This design comes from an exercise in tuning for small area, a short achievable clock period and few clock cycles on the open sky130 flow, not from production work.
In this exercise RTL edits were held to simulation tests only and were not proved equivalent to the original.
Power figures rest on the tool's default switching activity, not on a simulated workload.

===== flow/run.sh =====
#!/bin/bash
# synth_recipe.tcl (not shown) runs the flow's synth.tcl, then flattens the netlist and writes it again
# the make line also repeats each setting of config.mk as NAME=value (left out here)
make -C /OpenROAD-flow-scripts/flow DESIGN_CONFIG=/design/flow/config.mk WORK_HOME=/design/flow/orfs CLKGATE_MAP_FILE= SYNTH_SCRIPT=/design/flow/synth_recipe.tcl finish

===== flow/config.mk =====
export PLATFORM = sky130hd
export DESIGN_NAME = lightHashDES
export DESIGN_NICKNAME = lightHashDES
export VERILOG_FILES = /design/flow/design.v
export SDC_FILE = /design/flow/constraint.sdc
export NUM_CORES = 4
export LEC_CHECK = 0
export CAP_MARGIN = 20
export CORE_MARGIN = 2
export CORE_UTILIZATION = 40
export PLACE_DENSITY = 0.6
export SLEW_MARGIN = 20

===== flow/constraint.sdc =====
create_clock -name core_clock -period 4.5 [get_ports {clk}]
set_input_delay 0.9000 -clock core_clock [delete_from_list [all_inputs] [get_ports {clk}]]
set_output_delay 0.9000 -clock core_clock [all_outputs]
set_load 0.01 [all_outputs]

===== flow/design.v =====
module Sbox5 (
    input [5 : 0] in,
    output reg [3 : 0] out
);
reg [1 : 0] row;
reg [3 : 0] column;
    always @(*) begin
        row = {in[5], in[0]};
        column = in[4 : 1];
        case (column)
            4'b0000 : case (row)
                        2'b00 :  out = 4'b0010; 
                        2'b01 :  out = 4'b1110;
                        2'b10 :  out = 4'b0100;
                        2'b11 :  out = 4'b1011;
                    endcase
            4'b0001 : case (row)
                        2'b00 :  out = 4'b1100; 
                        2'b01 :  out = 4'b1011;
                        2'b10 :  out = 4'b0010;
                        2'b11 :  out = 4'b1000;
                    endcase
            4'b0010 : case (row)
                        2'b00 :  out = 4'b0100; 
                        2'b01 :  out = 4'b0010;
                        2'b10 :  out = 4'b0001;
                        2'b11 :  out = 4'b1100;
                    endcase
            4'b0011 : case (row)
                        2'b00 :  out = 4'b0001; 
                        2'b01 :  out = 4'b1100;
                        2'b10 :  out = 4'b1011;
                        2'b11 :  out = 4'b0111;
                    endcase
            4'b0100 : case (row)
                        2'b00 :  out = 4'b0111;
                        2'b01 :  out = 4'b0100;
                        2'b10 :  out = 4'b1100;
                        2'b11 :  out = 4'b0001;
                    endcase
            4'b0101 : case (row)
                        2'b00 :  out = 4'b1010; 
                        2'b01 :  out = 4'b0111;
                        2'b10 :  out = 4'b1101;
                        2'b11 :  out = 4'b1110;
                    endcase
            4'b0110 : case (row)
                        2'b00 :  out = 4'b1011;
                        2'b01 :  out = 4'b1101;
                        2'b10 :  out = 4'b0111;
                        2'b11 :  out = 4'b0010;
                    endcase
            4'b0111 : case (row)
                        2'b00 :  out = 4'b0110;
                        2'b01 :  out = 4'b0001;
                        2'b10 :  out = 4'b1000;
                        2'b11 :  out = 4'b1101;
                    endcase
            4'b1000 : case (row)
                        2'b00 :  out = 4'b1000; 
                        2'b01 :  out = 4'b0101;
                        2'b10 :  out = 4'b1111;
                        2'b11 :  out = 4'b0110;
                    endcase
            4'b1001 : case (row)
                        2'b00 :  out = 4'b0101;
                        2'b01 :  out = 4'b0000;
                        2'b10 :  out = 4'b1001;
                        2'b11 :  out = 4'b1111;
                    endcase
            4'b1010 : case (row)
                        2'b00 :  out = 4'b0011;
                        2'b01 :  out = 4'b1111;
                        2'b10 :  out = 4'b1100;
                        2'b11 :  out = 4'b0000;
                    endcase
            4'b1011 : case (row)
                        2'b00 :  out = 4'b1111; 
                        2'b01 :  out = 4'b1100;
                        2'b10 :  out = 4'b0101;
                        2'b11 :  out = 4'b1001;
                    endcase
            4'b1100 :  case (row)
                        2'b00 :  out = 4'b1101;
                        2'b01 :  out = 4'b0011;
                        2'b10 :  out = 4'b0110;
                        2'b11 :  out = 4'b1100;
                    endcase
            4'b1101 :  case (row)
                        2'b00 :  out = 4'b0000; 
                        2'b01 :  out = 4'b1001;
                        2'b10 :  out = 4'b0011;
                        2'b11 :  out = 4'b0100;
                    endcase
            4'b1110 : case (row)
                        2'b00 :  out = 4'b1110; 
                        2'b01 :  out = 4'b1000;
                        2'b10 :  out = 4'b0000;
                        2'b11 :  out = 4'b0101;
                    endcase
            4'b1111 : case (row)
                        2'b00 :  out = 4'b1001;
                        2'b01 :  out = 4'b0110;
                        2'b10 :  out = 4'b1110;
                        2'b11 :  out = 4'b0011;
                    endcase 
        endcase
    end
endmodule
module Round (
    input [3 : 0] s_box_out, 
    input [7 : 0] [3 : 0] h_in, 
    output reg [7 : 0] [3 : 0]  h_out 
);
reg [3 : 0] temp; 
    always @(*) begin
        temp = h_in[2] ^ s_box_out;
        h_out[0] = temp;
        temp = h_in[3] ^ s_box_out;
        h_out[1] = temp;
        temp = h_in[4] ^ s_box_out;
        h_out[2] = (temp << 1) | (temp >> 3);
        temp = h_in[5] ^ s_box_out;
        h_out[3] = (temp << 1) | (temp >> 3);
        temp = h_in[6] ^ s_box_out;
        h_out[4] = (temp << 2) | (temp >> 2);
        temp = h_in[7] ^ s_box_out;
        h_out[5] = (temp << 2) | (temp >> 2);
        temp = h_in[0] ^ s_box_out;
        h_out[6] = (temp << 3) | (temp >> 1);
        temp = h_in[1] ^ s_box_out;
        h_out[7] = (temp << 3) | (temp >> 1);
    end
endmodule
module HashIteration (
    input [7 : 0] M,
    input [7 : 0] [3 : 0] h,
    output [7 : 0] [3 : 0] h_out
);
reg [3 : 0] s_box_out;
wire [5 : 0] M6;
assign M6 = {M[5], M[7]^M[2], M[3], M[0], M[4]^M[1], M[6]};
Sbox5 sbox(
    .in (M6),
    .out (s_box_out)
);
wire [7 : 0] [3 : 0] h1_out;
wire [7 : 0] [3 : 0] h2_out;
wire [7 : 0] [3 : 0] h3_out;
Round round1 (
    .s_box_out(s_box_out),
    .h_in(h),
    .h_out(h1_out)
);
Round round2 (
    .s_box_out(s_box_out),
    .h_in(h1_out),
    .h_out(h2_out)
);
Round round3 (
    .s_box_out(s_box_out),
    .h_in(h2_out),
    .h_out(h3_out)
);
Round round4 (
    .s_box_out(s_box_out),
    .h_in(h3_out),
    .h_out(h_out)
);
endmodule
 module lightHashDES(
        input clk, 
        input M_valid,
        input rst_n,
        input [7 : 0] M,
        input [63 : 0] input_lenght,
        output reg hash_ready, 
        output reg [31 : 0] digest
    );
localparam Iv_h0 = 4'hF;
localparam Iv_h1 = 4'h3;
localparam Iv_h2 = 4'hC;
localparam Iv_h3 = 4'h2;
localparam Iv_h4 = 4'h9;
localparam Iv_h5 = 4'hD;
localparam Iv_h6 = 4'h4;
localparam Iv_h7 = 4'hB;    
reg busy;
reg [63:0] counter;
reg [7 : 0] M_t;
reg M_valid_t;
reg [7 : 0] [3 : 0]  H;
wire [7 : 0] [3 : 0] H_fb;
wire init_state;
wire compute_state;
wire final_state;
assign init_state = busy == 0 && M_valid; 
assign compute_state = busy == 1 && counter > 0;
assign final_state = busy == 1 && counter == 0;  
HashIteration main(
    .M(M_t), 
    .h(H),
    .h_out(H_fb)
);
always @(posedge clk or negedge rst_n) begin
        if (!rst_n) begin 
            hash_ready <= 0;
            busy <= 0;
        end else if(init_state) begin 
            counter <= input_lenght;
            busy <= 1;
            hash_ready <= 0;
            M_t <= M;
            M_valid_t <= M_valid;
            H[0] <= Iv_h0;
            H[1] <= Iv_h1;
            H[2] <= Iv_h2;
            H[3] <= Iv_h3;
            H[4] <= Iv_h4;
            H[5] <= Iv_h5;
            H[6] <= Iv_h6;
            H[7] <= Iv_h7;
        end else if(compute_state) begin 
            if(M_valid_t == 1)begin 
                counter <= (counter - 1);
                H <= H_fb;
            end
                M_t <= M;
                M_valid_t <= M_valid;
        end else if(final_state) begin 
            hash_ready <= 1; 
            busy <= 0;
            digest <= H;
        end else begin 
        end
    end
 endmodule

==> run_results.csv <==
group,metric,value,unit
grt,overflow,0,
grt,grt_pass1_vias,4960,
logic_synthesis,synth_cells,659,
job,cap_violations,0,
timing,worst_slack,1.09,ns
floorplanning,die_h,139,µm
logic_synthesis,synth-seq-cells,139,
power,ir_worst_vdd,285,µV
detailed_routing,num_vias,5199,
logic_synthesis,synth_cell_types,63,
logic_synthesis,yosys.area.top_type_share,56.1,%
detailed_routing,wl_met3,727,µm
cts,cts_setup_buffers,0,
floorplanning,boundaryPins,108,
finish,final_util,51.1,%
grt,grt_pass1_wl,25100,µm
logic_synthesis,synth_adder_area_share,1.54,%
detailed_routing,drt-vias-per-instance,5.21,
finish,multiInputGateArea,3020,µm²
power,intPower,2.57,mW
logic_synthesis,syn-num-nets,743,
hold_path,hp-class,"reg2reg",
logic_synthesis,synth.top_cells.by_count,"edfxtp_1, nand2_1, nor2_1, o21ai_0, xnor2_1",
detailed_routing,postRouteAntennaNets,0,
logic_synthesis,synth_top_family_by_area,"simple AND/OR/NAND/NOR gates",
cts,clk_pin_slew_worst_paths,0.07,ns
logic_synthesis,synthXorXnorAreaFrac,10.9,%
timing,setup_tns,0,ns
detailed_routing,wire_per_inst,15.4,µm
cts,htreeDepth,4,
floorplanning,initial_core_util,40.8,%
cts,cts_resized,0,
timing,drv_slew,0,
logic_synthesis,synthTopCellsByArea,"edfxtp_1, xnor2_1, nand2_1",
power,p_sw,0.880,mW
logic_synthesis,synth_ff_type,"edfxtp_1",
timing,hold_viol_final,0,
timing,fmax,0.293,GHz
finish,antennaDiodeCount,0,
power,power_frac_seq,46.7,%
power,power.clock.fraction,38.7,%
floorplanning,core,18000,µm²
timing,relSlewSlack,28.1,%
logic_synthesis,yosys.area_share.simple,17.0,%
cts,holdBufCountCts,0,
cts,cts_tree,"done",
detailed_routing,detail_route.iter0.violations,303,
power,power_frac_comb,14.6,%
detailed_routing,top_layer,"met4",
power,switching_share,25.5,%
timing,fin_crit_sh,75.9,%
timing,rsz0062_at_grt,"no",
power,p_leak,2.93,nW
cts,root_buffer,"clkbuf_16",
logic_synthesis,yosysMostFrequentCell,"edfxtp_1",
power,power_density,376,nW/µm²
detailed_routing,drc,0,
place,io_buffers,107,
finish,nets,840,
cts,clock_latency,0.42,ns
logic_synthesis,synth_compound_area_share,9.60,%
finish,nFillCells,1582,
logic_synthesis,muxShareOfSynthArea,1.64,%
cts,cts_buffers,17,
critical_path,crit_arrival,3.67,ns
detailed_routing,wl,15300,µm
place,place_hpwl,10300,µm
logic_synthesis,ys_warn_count,3,
cts,clockBufferDepth,2,
grt,grt_use_total,16.0,%
finish,stdcell_area,9180,µm²
critical_path,worstSetupEndpointType,"flop",
grt,grt_max_degree,124,
detailed_routing,drt-met1-wl,7250,µm
timing,period_needed,3.41,ns
logic_synthesis,synth_edf_count,137,
floorplanning,die_area,19400,µm²
timing,setup_violations,0,
logic_synthesis,ys_seq_area_share,56.8,%
place,dpl_cell_area,8610,µm²
floorplanning,die_w,139,µm
finish,drive_gt1_share,7.03,%
detailed_routing,dr.pass1.iters,4,
run_status,status,"finished clean",
place,gp_congestion,0.825,
logic_synthesis,syn_area_per_cell,11.1,µm²
cts,clock_sinks,139,
finish,area_delta_synth_final,25.1,%
logic_synthesis,syn_area,7330,µm²
grt,antenna_found_initial,0,
critical_path,cp_max_fo,24,
timing,worst_slew_pin_slew,1.07,ns
timing,finClkSkew,0.0108,ns
finish,seqCellArea,4160,µm²
critical_path,cp.required,4.76,ns
logic_synthesis,yosysTopAreaCell,"edfxtp_1",
detailed_routing,wl_met2,7080,µm
place,dpl_worst_slack,1.18,ns
logic_synthesis,async_reset_ff_share,1.44,%
critical_path,worstSetupStartpointType,"flop",
floorplanning,num_rows,49,
power,power.total,3.45,mW
critical_path,critical_path_class,"reg2reg",
## metrics by stage
step                      hold WS (ns)  cells
final                            0.449    997
after detailed placement         0.431    966
after global routing             0.461    997
after global placement           0.430    966
after floorplan                  0.417    659
after CTS                        0.450    997
## critical path, cell delays in order (launching register included)
cell and delay, ns:
edfxtp_1 0.44, xor2_2 0.80, o21ai_1 0.19, a2111oi_0 0.66, o21ai_2 0.20, xor2_4 0.46
xnor2_4 0.26, mux2i_1 0.26
## area by class of cell
| class | instances | share of cell area, % |
|---|---|---|
| Multi-Input combinational cell | 477 | 32.9 |
| Clock inverter | 14 | 1.47 |
| Tap cell | 229 | 3.12 |
| Timing Repair Buffer | 112 | 12.1 |
| Clock buffer | 17 | 4.63 |
| Sequential cell | 139 | 45.4 |
| Inverter | 9 | 0.368 |
## cells in the final DEF (no fill, tap or decap), types with 3 or more instances in the layout
cell type,netlist,final
edfxtp_1,137,137
clkdlybuf4s50_1,0,107
nand2_1,86,86
nor2_1,64,64
o21ai_0,58,58
xnor2_1,55,55
nor3_1,25,25
xor2_1,23,23
clkbuf_16,0,17
nor4_1,14,14
a21oi_1,12,12
and2_1,12,12
mux2i_1,12,12
or3_1,11,11
o21ai_1,11,11
inv_1,9,9
nand2b_1,11,9
nand3_1,8,8
ha_1,9,8
inv_6,0,6
nand4_1,5,5
a211oi_1,5,5
a31oi_1,4,4
buf_4,1,4
or4_1,3,3
## cells by family after synthesis
group | count (synthesis)
AND/OR/NAND/NOR | 259
XOR/XNOR | 83
AO/OA/AOI/OAI | 114
multiplexers | 12
buffers and inverters | 43
flip-flops | 139
adder cells (fa/ha/maj) | 9
## sequential cells by signal (all words and copies together) (netlist names)
name,flops
counter,64
H,32
M_t,8
hash_ready,1
M_valid_t,1
digest,32
busy,1
## power by group through the flow
stage / Sequential [mW] / Clock [mW] / Combinational [mW]
2_1_floorplan: 1.61 / 0 / 0.378
3_3_place_gp: 1.64 / 0 / 0.478
3_5_place_dp: 1.64 / 0 / 0.496
4_1_cts: 1.61 / 1.36 / 0.506
5_1_grt: 1.62 / 1.42 / 0.554
6_report: 1.61 / 1.34 / 0.503
## layer usage
layer  vias to the layer above  GRT usage (%)
met5                         -              0
met4                         0           5.64
met3                        25           3.65
met2                       150           24.3
met1                      2450           22.6
li1                       2574              -
## final timing paths
path                                      from                      to  slack [ns]  depth (start not counted)
min reg2reg                H[19]$_SDFFCE_PP1P_    digest[19]$_DFFE_PP_        0.45                          0
max in group asynchronous                rst_n        busy$_DFFE_PN0P_        3.66                          1
max                           M_t[2]$_DFFE_PP_      H[1]$_SDFFCE_PP1P_        1.09                          7
min in group asynchronous                rst_n  hash_ready$_DFFE_PN0P_        0.68                          1
min                        H[19]$_SDFFCE_PP1P_    digest[19]$_DFFE_PP_        0.45                          0
max reg2reg                   M_t[2]$_DFFE_PP_      H[1]$_SDFFCE_PP1P_        1.09                          7
Testbench counts, summed over its fixed seeds: cycles 31,577.

## re-timing with driven ports
The results above use ideal ports. As a check the final layout listed here was re-extracted and re-timed, cells and wires unchanged.
Step 1: set_driving_cell puts a clkbuf_16 on clk and a buf_2 on each other input, an assumption about the parent block.
Step 2 also shifts input and output timing later by t, the mid clock arrival at the registers, as if the neighbouring blocks saw the same clock.
Slacks: ideal / step 1 / step 2; pairs: ideal / step 1.
t, ns: 0.459
slack for setup (ns): 1.085 / 1.085 / 1.085
worst setup path at the end: register to register
worst slew at a driven data input, ns: 0.08
pins driven straight from the clock port: 1
After both steps this run still meets setup and hold. The setup slack of this run moves by 0.000 ns with the drivers and by 0.000 ns with both steps.
